What follows belongs to an exercise in optimizing a design on an open flow for small area and a short achievable clock period; a production flow would make more cautious choices. At most, simulation tests tie the RTL to the original design; equivalence was not proved.

==> inputs of 01-26 <==
==> flow/design.v <==
module QR_decomposition_v2(clk, rst_n,valid, in_1, in_2, in_3, in_4, out_1, out_2, out_3, out_4);
	parameter HOLD = 4;
	input clk;
	input rst_n;
	input valid;
	input signed [17-1:0] in_1, in_2, in_3, in_4;
	output signed [17-1:0] out_1, out_2, out_3, out_4;
	reg [2:0] counter;
	always @(posedge clk, negedge rst_n) begin
		if (!rst_n) counter <= 3'd0;
		else if (valid) counter <= counter + 3'd1;
	end
	reg signed [17-1:0] in_skew_3[1*HOLD-1:0], in_skew_4[2*HOLD-1:0];
	reg signed [17-1:0] DU2[HOLD-1:0], DU3[HOLD-1:0];
	reg signed [17-1:0] out_skew_2[1*HOLD-1:0], out_skew_1[2*HOLD-1:0];
	wire signed [17-1:0] xin_PE[6:1], yin_PE[6:1];
	wire signed [17-1:0] xout_PE[6:1], yout_PE[6:1];
	wire mode_PE[6:1], rz_PE[6:1];
	wire signed [17-1:0] DU2_c, DU3_c, out_skew_1_c, out_skew_2_c;
	CSD csd_du2(.in(DU2[0]), .out(DU2_c));
	CSD csd_du3(.in(DU3[0]), .out(DU3_c));
	CSD csd_os1(.in(out_skew_1[0]), .out(out_skew_1_c));
	CSD csd_os2(.in(out_skew_2[0]), .out(out_skew_2_c));
	integer i;
	always @(posedge clk, negedge rst_n) begin
		if (!rst_n) begin
			for (i = 0; i < HOLD; i = i + 1) begin
				in_skew_3[i] <= 0; DU2[i] <= 0; DU3[i] <= 0; out_skew_2[i] <= 0;
			end
			for (i = 0; i < 2*HOLD; i = i + 1) begin
				in_skew_4[i] <= 0; out_skew_1[i] <= 0;
			end
		end else begin
			in_skew_3[0] <= in_3;
			in_skew_4[0] <= in_4;
			DU2[0] <= yout_PE[1];
			DU3[0] <= yout_PE[4];
			out_skew_1[0] <= xout_PE[3];
			out_skew_2[0] <= xout_PE[5];
			DU2[1] <= DU2_c;
			DU3[1] <= DU3_c;
			out_skew_1[1] <= out_skew_1_c;
			out_skew_2[1] <= out_skew_2_c;
			for (i = 1; i < HOLD; i = i + 1) in_skew_3[i] <= in_skew_3[i-1];
			for (i = 2; i < HOLD; i = i + 1) begin
				DU2[i] <= DU2[i-1]; DU3[i] <= DU3[i-1]; out_skew_2[i] <= out_skew_2[i-1];
			end
			for (i = 1; i < 2*HOLD; i = i + 1) in_skew_4[i] <= in_skew_4[i-1];
			for (i = 2; i < 2*HOLD; i = i + 1) out_skew_1[i] <= out_skew_1[i-1];
		end
	end
	assign xin_PE[1] = in_1;           assign yin_PE[1] = in_2;
	assign xin_PE[2] = xout_PE[1];     assign yin_PE[2] = in_skew_3[HOLD-1];
	assign xin_PE[3] = xout_PE[2];     assign yin_PE[3] = in_skew_4[2*HOLD-1];
	assign xin_PE[4] = DU2[HOLD-1];    assign yin_PE[4] = yout_PE[2];
	assign xin_PE[5] = xout_PE[4];     assign yin_PE[5] = yout_PE[3];
	assign xin_PE[6] = DU3[HOLD-1];    assign yin_PE[6] = yout_PE[5];
	assign mode_PE[1] = (counter != 3'd0);
	assign mode_PE[2] = (counter != 3'd4);
	assign mode_PE[3] = (counter != 3'd0);
	assign mode_PE[4] = (counter != 3'd1);
	assign mode_PE[5] = (counter != 3'd5);
	assign mode_PE[6] = (counter != 3'd2);
	assign rz_PE[1] = 1'b0;
	assign rz_PE[2] = 1'b0;
	assign rz_PE[3] = 1'b0;
	assign rz_PE[4] = (counter == 3'd0);
	assign rz_PE[5] = (counter == 3'd4);
	assign rz_PE[6] = (counter == 3'd0) | (counter == 3'd1);
	localparam [15:0] CUTS_FIRST = 16'b0100010001000100;  
	localparam [15:0] CUTS_MID   = 16'b0100100010001000;  
	localparam [15:0] CUTS_LAST  = 16'b1000100010001000;  
	CORDIC_PE #(.CUTS(CUTS_FIRST), .CSD_X(0), .CSD_Y(0), .CSD_OUT(0)) pe1 (.clk(clk), .rst_n(rst_n),
		.mode(mode_PE[1]), .rz(rz_PE[1]), .x(xin_PE[1]), .y(yin_PE[1]), .x_out(xout_PE[1]), .y_out(yout_PE[1]));
	CORDIC_PE #(.CUTS(CUTS_MID), .CSD_X(1), .CSD_Y(0), .CSD_OUT(0)) pe2 (.clk(clk), .rst_n(rst_n),
		.mode(mode_PE[2]), .rz(rz_PE[2]), .x(xin_PE[2]), .y(yin_PE[2]), .x_out(xout_PE[2]), .y_out(yout_PE[2]));
	CORDIC_PE #(.CUTS(CUTS_MID), .CSD_X(1), .CSD_Y(0), .CSD_OUT(0)) pe3 (.clk(clk), .rst_n(rst_n),
		.mode(mode_PE[3]), .rz(rz_PE[3]), .x(xin_PE[3]), .y(yin_PE[3]), .x_out(xout_PE[3]), .y_out(yout_PE[3]));
	CORDIC_PE #(.CUTS(CUTS_MID), .CSD_X(0), .CSD_Y(1), .CSD_OUT(0)) pe4 (.clk(clk), .rst_n(rst_n),
		.mode(mode_PE[4]), .rz(rz_PE[4]), .x(xin_PE[4]), .y(yin_PE[4]), .x_out(xout_PE[4]), .y_out(yout_PE[4]));
	CORDIC_PE #(.CUTS(CUTS_MID), .CSD_X(1), .CSD_Y(1), .CSD_OUT(0)) pe5 (.clk(clk), .rst_n(rst_n),
		.mode(mode_PE[5]), .rz(rz_PE[5]), .x(xin_PE[5]), .y(yin_PE[5]), .x_out(xout_PE[5]), .y_out(yout_PE[5]));
	CORDIC_PE #(.CUTS(CUTS_LAST), .CSD_X(0), .CSD_Y(1), .CSD_OUT(1)) pe6 (.clk(clk), .rst_n(rst_n),
		.mode(mode_PE[6]), .rz(rz_PE[6]), .x(xin_PE[6]), .y(yin_PE[6]), .x_out(xout_PE[6]), .y_out(yout_PE[6]));
	assign out_1 = out_skew_1[2*HOLD-1];
	assign out_2 = out_skew_2[HOLD-1];
	assign out_3 = xout_PE[6];
	assign out_4 = yout_PE[6];
endmodule
module CSD(in, out);
input signed [17-1:0] in;
output signed [17-1:0] out;
wire signed [17-1:0] xbuff1, xbuff3, xbuff6, xbuff9, xbuff12, xbuff14;
wire signed [17-1:0] add_buff1, add_buff2, add_buff3, add_buff4;
assign xbuff1 = in >>> 1;
assign xbuff3 = in >>> 3;
assign xbuff6 = in >>> 6;
assign xbuff9 = in >>> 9;
assign xbuff12= in >>> 12;
assign xbuff14= in >>> 14;
assign add_buff1 = xbuff1+xbuff3;
assign add_buff2 = xbuff6+xbuff9;
assign add_buff3 = xbuff12-xbuff14;
assign out = add_buff1 - add_buff2 -add_buff3 ;
endmodule
module CORDIC_PE_Acc(x, y, mu, x_out, y_out);
parameter SHIFT_STAGE = 0;
input signed [17-1:0] x, y;
input mu;
output signed [17-1:0] x_out, y_out;
wire signed [17-1:0] X_SHIFT = x >>> SHIFT_STAGE;
wire signed [17-1:0] Y_SHIFT = y >>> SHIFT_STAGE;
CSA_add add_x(.a(x), .b(Y_SHIFT ^ {17{mu}}), .ci(mu), .s(x_out));
CSA_add add_y(.a(y), .b(X_SHIFT ^ {17{!mu}}), .ci(!mu), .s(y_out));
endmodule
module CSA_add(a, b, ci, s);
input [17-1:0] a, b;
input ci;
output [17-1:0] s;
wire [17-1:0] p = a ^ b;
wire [17-1:0] g = a & b;
wire [17:0] g0 = {g, ci};
wire [17:0] p0 = {p, 1'b0};
wire [17:0] g1, p1, g2, p2, g3, p3, g4, p4, d1, d2, d3;
genvar i;
generate
	for (i = 0; i < 18; i = i + 1) begin : up
		if (i % 2 == 1) begin : l1
			assign g1[i] = g0[i] | (p0[i] & g0[i-1]); assign p1[i] = p0[i] & p0[i-1];
		end else begin : k1
			assign g1[i] = g0[i]; assign p1[i] = p0[i];
		end
		if (i % 4 == 3) begin : l2
			assign g2[i] = g1[i] | (p1[i] & g1[i-2]); assign p2[i] = p1[i] & p1[i-2];
		end else begin : k2
			assign g2[i] = g1[i]; assign p2[i] = p1[i];
		end
		if (i % 8 == 7) begin : l3
			assign g3[i] = g2[i] | (p2[i] & g2[i-4]); assign p3[i] = p2[i] & p2[i-4];
		end else begin : k3
			assign g3[i] = g2[i]; assign p3[i] = p2[i];
		end
		if (i % 16 == 15) begin : l4
			assign g4[i] = g3[i] | (p3[i] & g3[i-8]); assign p4[i] = p3[i] & p3[i-8];
		end else begin : k4
			assign g4[i] = g3[i]; assign p4[i] = p3[i];
		end
		if (i == 11) begin : m1
			assign d1[i] = g4[i] | (p4[i] & g4[7]);
		end else if (i == 17) begin : m1b
			assign d1[i] = g4[i] | (p4[i] & g4[15]);
		end else begin : n1
			assign d1[i] = g4[i];
		end
		if (i % 4 == 1 && i >= 5) begin : m2
			assign d2[i] = d1[i] | (p1[i] & d1[i-2]);
		end else begin : n2
			assign d2[i] = d1[i];
		end
		if (i % 2 == 0 && i >= 2) begin : m3
			assign d3[i] = d2[i] | (p0[i] & d2[i-1]);
		end else begin : n3
			assign d3[i] = d2[i];
		end
	end
endgenerate
assign s = p ^ d3[17-1:0];
endmodule
module CORDIC_PE(clk, rst_n, mode, rz, x, y, x_out, y_out);
	parameter [15:0] CUTS = 16'b0100100010001000;
	parameter CSD_X = 0;    
	parameter CSD_Y = 0;    
	parameter CSD_OUT = 0;  
	localparam [12:0] RZ_MU = 13'b1000011010001;
	input clk, rst_n;
	input mode, rz;
	input signed [17-1:0] x, y;
	output signed [17-1:0] x_out, y_out;
	reg map_s;
	reg [12:0] mu_s;
	genvar e;
	generate
		for (e = 0; e < 16; e = e + 1) begin : el
			wire signed [17-1:0] xi, yi;
			wire mi, ri, pi;
			wire signed [17-1:0] xo, yo;
			if (e == 0) begin : head
				assign xi = x;
				assign yi = y;
				assign mi = mode;
				assign ri = rz;
				assign pi = map_s;
			end else begin : link
				assign xi = el[e-1].xq;
				assign yi = el[e-1].yq;
				assign mi = el[e-1].mq;
				assign ri = el[e-1].rq;
				assign pi = el[e-1].pq;
			end
			if (e == 0 || e == 15) begin : csd
				if ((e == 0) ? CSD_X : CSD_OUT) begin : cx
					CSD scaling_x(.in(xi), .out(xo));
				end else begin : nx
					assign xo = xi;
				end
				if ((e == 0) ? CSD_Y : CSD_OUT) begin : cy
					CSD scaling_y(.in(yi), .out(yo));
				end else begin : ny
					assign yo = yi;
				end
			end else if (e == 1) begin : entry
				wire nx = !ri & (mi ? pi : xi[17-1]);
				wire ny = !ri & mi & pi;
				assign xo = (xi ^ {17{nx}}) + nx;
				assign yo = (yi ^ {17{ny}}) + ny;
				always @(posedge clk, negedge rst_n) begin
					if (!rst_n) map_s <= 1'b0;
					else if (!mi) map_s <= xi[17-1];
				end
			end else begin : rot
				wire mu = ri ? RZ_MU[e-2] : (!mi ? yi[17-1] : (pi ^ mu_s[e-2]));
				CORDIC_PE_Acc #(.SHIFT_STAGE(e-2)) stage_(.x(xi), .y(yi), .mu(mu), .x_out(xo), .y_out(yo));
				always @(posedge clk, negedge rst_n) begin
					if (!rst_n) mu_s[e-2] <= 1'b0;
					else if (ri | !mi) mu_s[e-2] <= mu;
				end
			end
			wire signed [17-1:0] xq, yq;
			wire mq, rq, pq;
			if (CUTS[e]) begin : cut
				reg signed [17-1:0] xr, yr;
				reg mr, rr, pr;
				always @(posedge clk, negedge rst_n) begin
					if (!rst_n) begin
						xr <= 0; yr <= 0; mr <= 1'b0; rr <= 1'b0; pr <= 1'b0;
					end else begin
						xr <= xo; yr <= yo; mr <= mi; rr <= ri; pr <= pi;
					end
				end
				assign xq = xr; assign yq = yr; assign mq = mr; assign rq = rr; assign pq = pr;
			end else begin : pass
				assign xq = xo; assign yq = yo; assign mq = mi; assign rq = ri; assign pq = pi;
			end
		end
	endgenerate
	assign x_out = el[15].xq;
	assign y_out = el[15].yq;
endmodule
==> flow/flow/run.sh <==
#!/bin/bash
# Layout flow: the standard flow with two changes.
# - Yosys does not extract full/half adder cells before ABC, so ABC maps each
#   register-to-register cone of the CORDIC adder chains as a whole.
#   Registers are unchanged.
# - Timing repair (floorplan, CTS, global route) aims for more setup slack
#   than the 0.5 ns the design's settings ask for; the clock and the
#   constraints are the design's.
set -euo pipefail
MARGIN=18.5
sed -e 's/CLKGATE_MAP_FILE= /CLKGATE_MAP_FILE= ADDER_MAP_FILE= /' \
    -e "s/SETUP_SLACK_MARGIN=[0-9.]*/SETUP_SLACK_MARGIN=$MARGIN/" standard.sh > standard_mod.sh
grep -q 'ADDER_MAP_FILE= ' standard_mod.sh
grep -q "SETUP_SLACK_MARGIN=$MARGIN" standard_mod.sh
bash standard_mod.sh > flow_make.log 2>&1
==> flow/standard.sh <==
#!/bin/bash
# synth_recipe.tcl (not shown) runs the flow's synth.tcl, then flattens the netlist and writes it again
# the make line also repeats each setting of config.mk as NAME=value (left out here)
make -C /OpenROAD-flow-scripts/flow DESIGN_CONFIG=/design/flow/config.mk WORK_HOME=/design/flow/orfs CLKGATE_MAP_FILE= SYNTH_SCRIPT=/design/flow/synth_recipe.tcl "${@:-finish}"
==> flow/config.mk <==
export PLATFORM = sky130hd
export DESIGN_NAME = QR_decomposition_v2
export DESIGN_NICKNAME = QR_decomposition_v2
export VERILOG_FILES = /design/flow/design.v
export SDC_FILE = /design/flow/constraint.sdc
export NUM_CORES = 4
export LEC_CHECK = 0
export ABC_AREA = 1
export ABC_CLOCK_PERIOD_IN_PS = 18000
export CAP_MARGIN = 20
export CORE_MARGIN = 2
export CORE_UTILIZATION = 35
export SETUP_SLACK_MARGIN = 0.5
export SLEW_MARGIN = 20
==> flow/constraint.sdc <==
create_clock -name core_clock -period 27.0 [get_ports {clk}]
set_input_delay 5.4000 -clock core_clock [delete_from_list [all_inputs] [get_ports {clk}]]
set_output_delay 5.4000 -clock core_clock [all_outputs]
set_load 0.01 [all_outputs]
==> inputs of 07-08, as changes to 01-26 <==
--- a/flow/design.v
+++ b/flow/design.v
@@ -67,7 +67,7 @@
 	assign rz_PE[4] = (counter == 3'd0);
 	assign rz_PE[5] = (counter == 3'd4);
 	assign rz_PE[6] = (counter == 3'd0) | (counter == 3'd1);
-	localparam [15:0] CUTS_FIRST = 16'b0100010001000100;  
+	localparam [15:0] CUTS_FIRST = 16'b0100010001000010;  
 	localparam [15:0] CUTS_MID   = 16'b0100100010001000;  
 	localparam [15:0] CUTS_LAST  = 16'b1000100010001000;  
 	CORDIC_PE #(.CUTS(CUTS_FIRST), .CSD_X(0), .CSD_Y(0), .CSD_OUT(0)) pe1 (.clk(clk), .rst_n(rst_n),
@@ -117,54 +117,29 @@
 input [17-1:0] a, b;
 input ci;
 output [17-1:0] s;
-wire [17-1:0] p = a ^ b;
-wire [17-1:0] g = a & b;
-wire [17:0] g0 = {g, ci};
-wire [17:0] p0 = {p, 1'b0};
-wire [17:0] g1, p1, g2, p2, g3, p3, g4, p4, d1, d2, d3;
-genvar i;
+wire [17-1:0] p0 = a ^ b;
+wire [17-1:0] g0 = a & b;
+genvar l, j;
 generate
-	for (i = 0; i < 18; i = i + 1) begin : up
-		if (i % 2 == 1) begin : l1
-			assign g1[i] = g0[i] | (p0[i] & g0[i-1]); assign p1[i] = p0[i] & p0[i-1];
-		end else begin : k1
-			assign g1[i] = g0[i]; assign p1[i] = p0[i];
-		end
-		if (i % 4 == 3) begin : l2
-			assign g2[i] = g1[i] | (p1[i] & g1[i-2]); assign p2[i] = p1[i] & p1[i-2];
-		end else begin : k2
-			assign g2[i] = g1[i]; assign p2[i] = p1[i];
-		end
-		if (i % 8 == 7) begin : l3
-			assign g3[i] = g2[i] | (p2[i] & g2[i-4]); assign p3[i] = p2[i] & p2[i-4];
-		end else begin : k3
-			assign g3[i] = g2[i]; assign p3[i] = p2[i];
-		end
-		if (i % 16 == 15) begin : l4
-			assign g4[i] = g3[i] | (p3[i] & g3[i-8]); assign p4[i] = p3[i] & p3[i-8];
-		end else begin : k4
-			assign g4[i] = g3[i]; assign p4[i] = p3[i];
-		end
-		if (i == 11) begin : m1
-			assign d1[i] = g4[i] | (p4[i] & g4[7]);
-		end else if (i == 17) begin : m1b
-			assign d1[i] = g4[i] | (p4[i] & g4[15]);
-		end else begin : n1
-			assign d1[i] = g4[i];
-		end
-		if (i % 4 == 1 && i >= 5) begin : m2
-			assign d2[i] = d1[i] | (p1[i] & d1[i-2]);
-		end else begin : n2
-			assign d2[i] = d1[i];
-		end
-		if (i % 2 == 0 && i >= 2) begin : m3
-			assign d3[i] = d2[i] | (p0[i] & d2[i-1]);
-		end else begin : n3
-			assign d3[i] = d2[i];
+	for (l = 0; l <= 5; l = l + 1) begin : lv
+		wire [17-1:0] g, p;
+		if (l == 0) begin : init
+			assign g = {g0[17-1:1], g0[0] | (p0[0] & ci)};
+			assign p = p0;
+		end else begin : tree
+			for (j = 0; j < 17; j = j + 1) begin : b
+				if ((j >> (l-1)) & 1) begin : comb
+					assign g[j] = lv[l-1].g[j] | (lv[l-1].p[j] & lv[l-1].g[((j >> (l-1)) << (l-1)) - 1]);
+					assign p[j] = lv[l-1].p[j] & lv[l-1].p[((j >> (l-1)) << (l-1)) - 1];
+				end else begin : keep
+					assign g[j] = lv[l-1].g[j];
+					assign p[j] = lv[l-1].p[j];
+				end
+			end
 		end
 	end
 endgenerate
-assign s = p ^ d3[17-1:0];
+assign s = p0 ^ {lv[5].g[17-2:0], ci};
 endmodule
 module CORDIC_PE(clk, rst_n, mode, rz, x, y, x_out, y_out);
 	parameter [15:0] CUTS = 16'b0100100010001000;
==> flow/run.sh (new file) <==
#!/bin/bash
# synth_recipe.tcl (not shown) runs the flow's synth.tcl, then flattens the netlist and writes it again
# the make line also repeats each setting of config.mk as NAME=value (left out here)
make -C /OpenROAD-flow-scripts/flow DESIGN_CONFIG=/design/flow/config.mk WORK_HOME=/design/flow/orfs CLKGATE_MAP_FILE= SYNTH_SCRIPT=/design/flow/synth_recipe.tcl finish
removed: flow/flow/run.sh
removed: flow/standard.sh
==> run notes <==
                                                                                            01-26                    07-08
Unique cell type count in the Yosys netlist                                                    93                       65
Total count of max-transition violations in the final report                                   10                        0
Multiplexer share of the synthesized area                                                0.01626%                  0.1270%
Portion of synthesized cell area occupied by the leading cell type                         28.23%                   21.28%
Post-route insts no fill                                                                   44,580                   26,870
Tcrit/Tclk final                                                                           39.57%                   55.81%
Complex-gate fraction of the synthesized area                                              7.037%                   8.882%
Multi-input combinational cell area                                                   151,700 um2              121,400 um2
Run status                                                               finished with violations  complete, no violations
Layout check failures                                               capacitance limit, slew limit                        -
Count of vias placed by the detailed router                                               214,800                  123,100
Top layer reached by signal wires                                                            met4                     met5
Number of buffers created by CTS                                                              184                      176
Setup slack on the worst flop-to-flop path                                               18.77 ns                 11.93 ns
# Taps                                                                                      7,533                    6,500
For 01-26, only the layout was checked, not whether the RTL still works.

re-timing with driven ports:
In the flow no input, the clock included, has a driving cell. The finished layouts below were timed again as built, in two steps. Step 1: set_driving_cell puts a clkbuf_16 on clk and a buf_2 on each other input, an assumption about the parent block. Step 2 moves the port delays by t, midway between the first and last clock arrival at a register: inputs arrive t later, outputs are due t later. That takes back most of the time a late clock gives input paths. Three values: ideal, step 1, step 2; two values: the first two.
| run | t, ns | setup slack, ns | worst slew at a driven data input, ns |
|---|---|---|---|
| 01-26 | 1.016 | 16.315 / 16.396 / 15.380 | 0.35 |
| 07-08 | 0.995 | 11.932 / 11.932 / 11.932 | 0.30 |
The setup slack of 01-26, which loses most, moves by +0.081 ns with the drivers and by -0.935 ns with both steps.
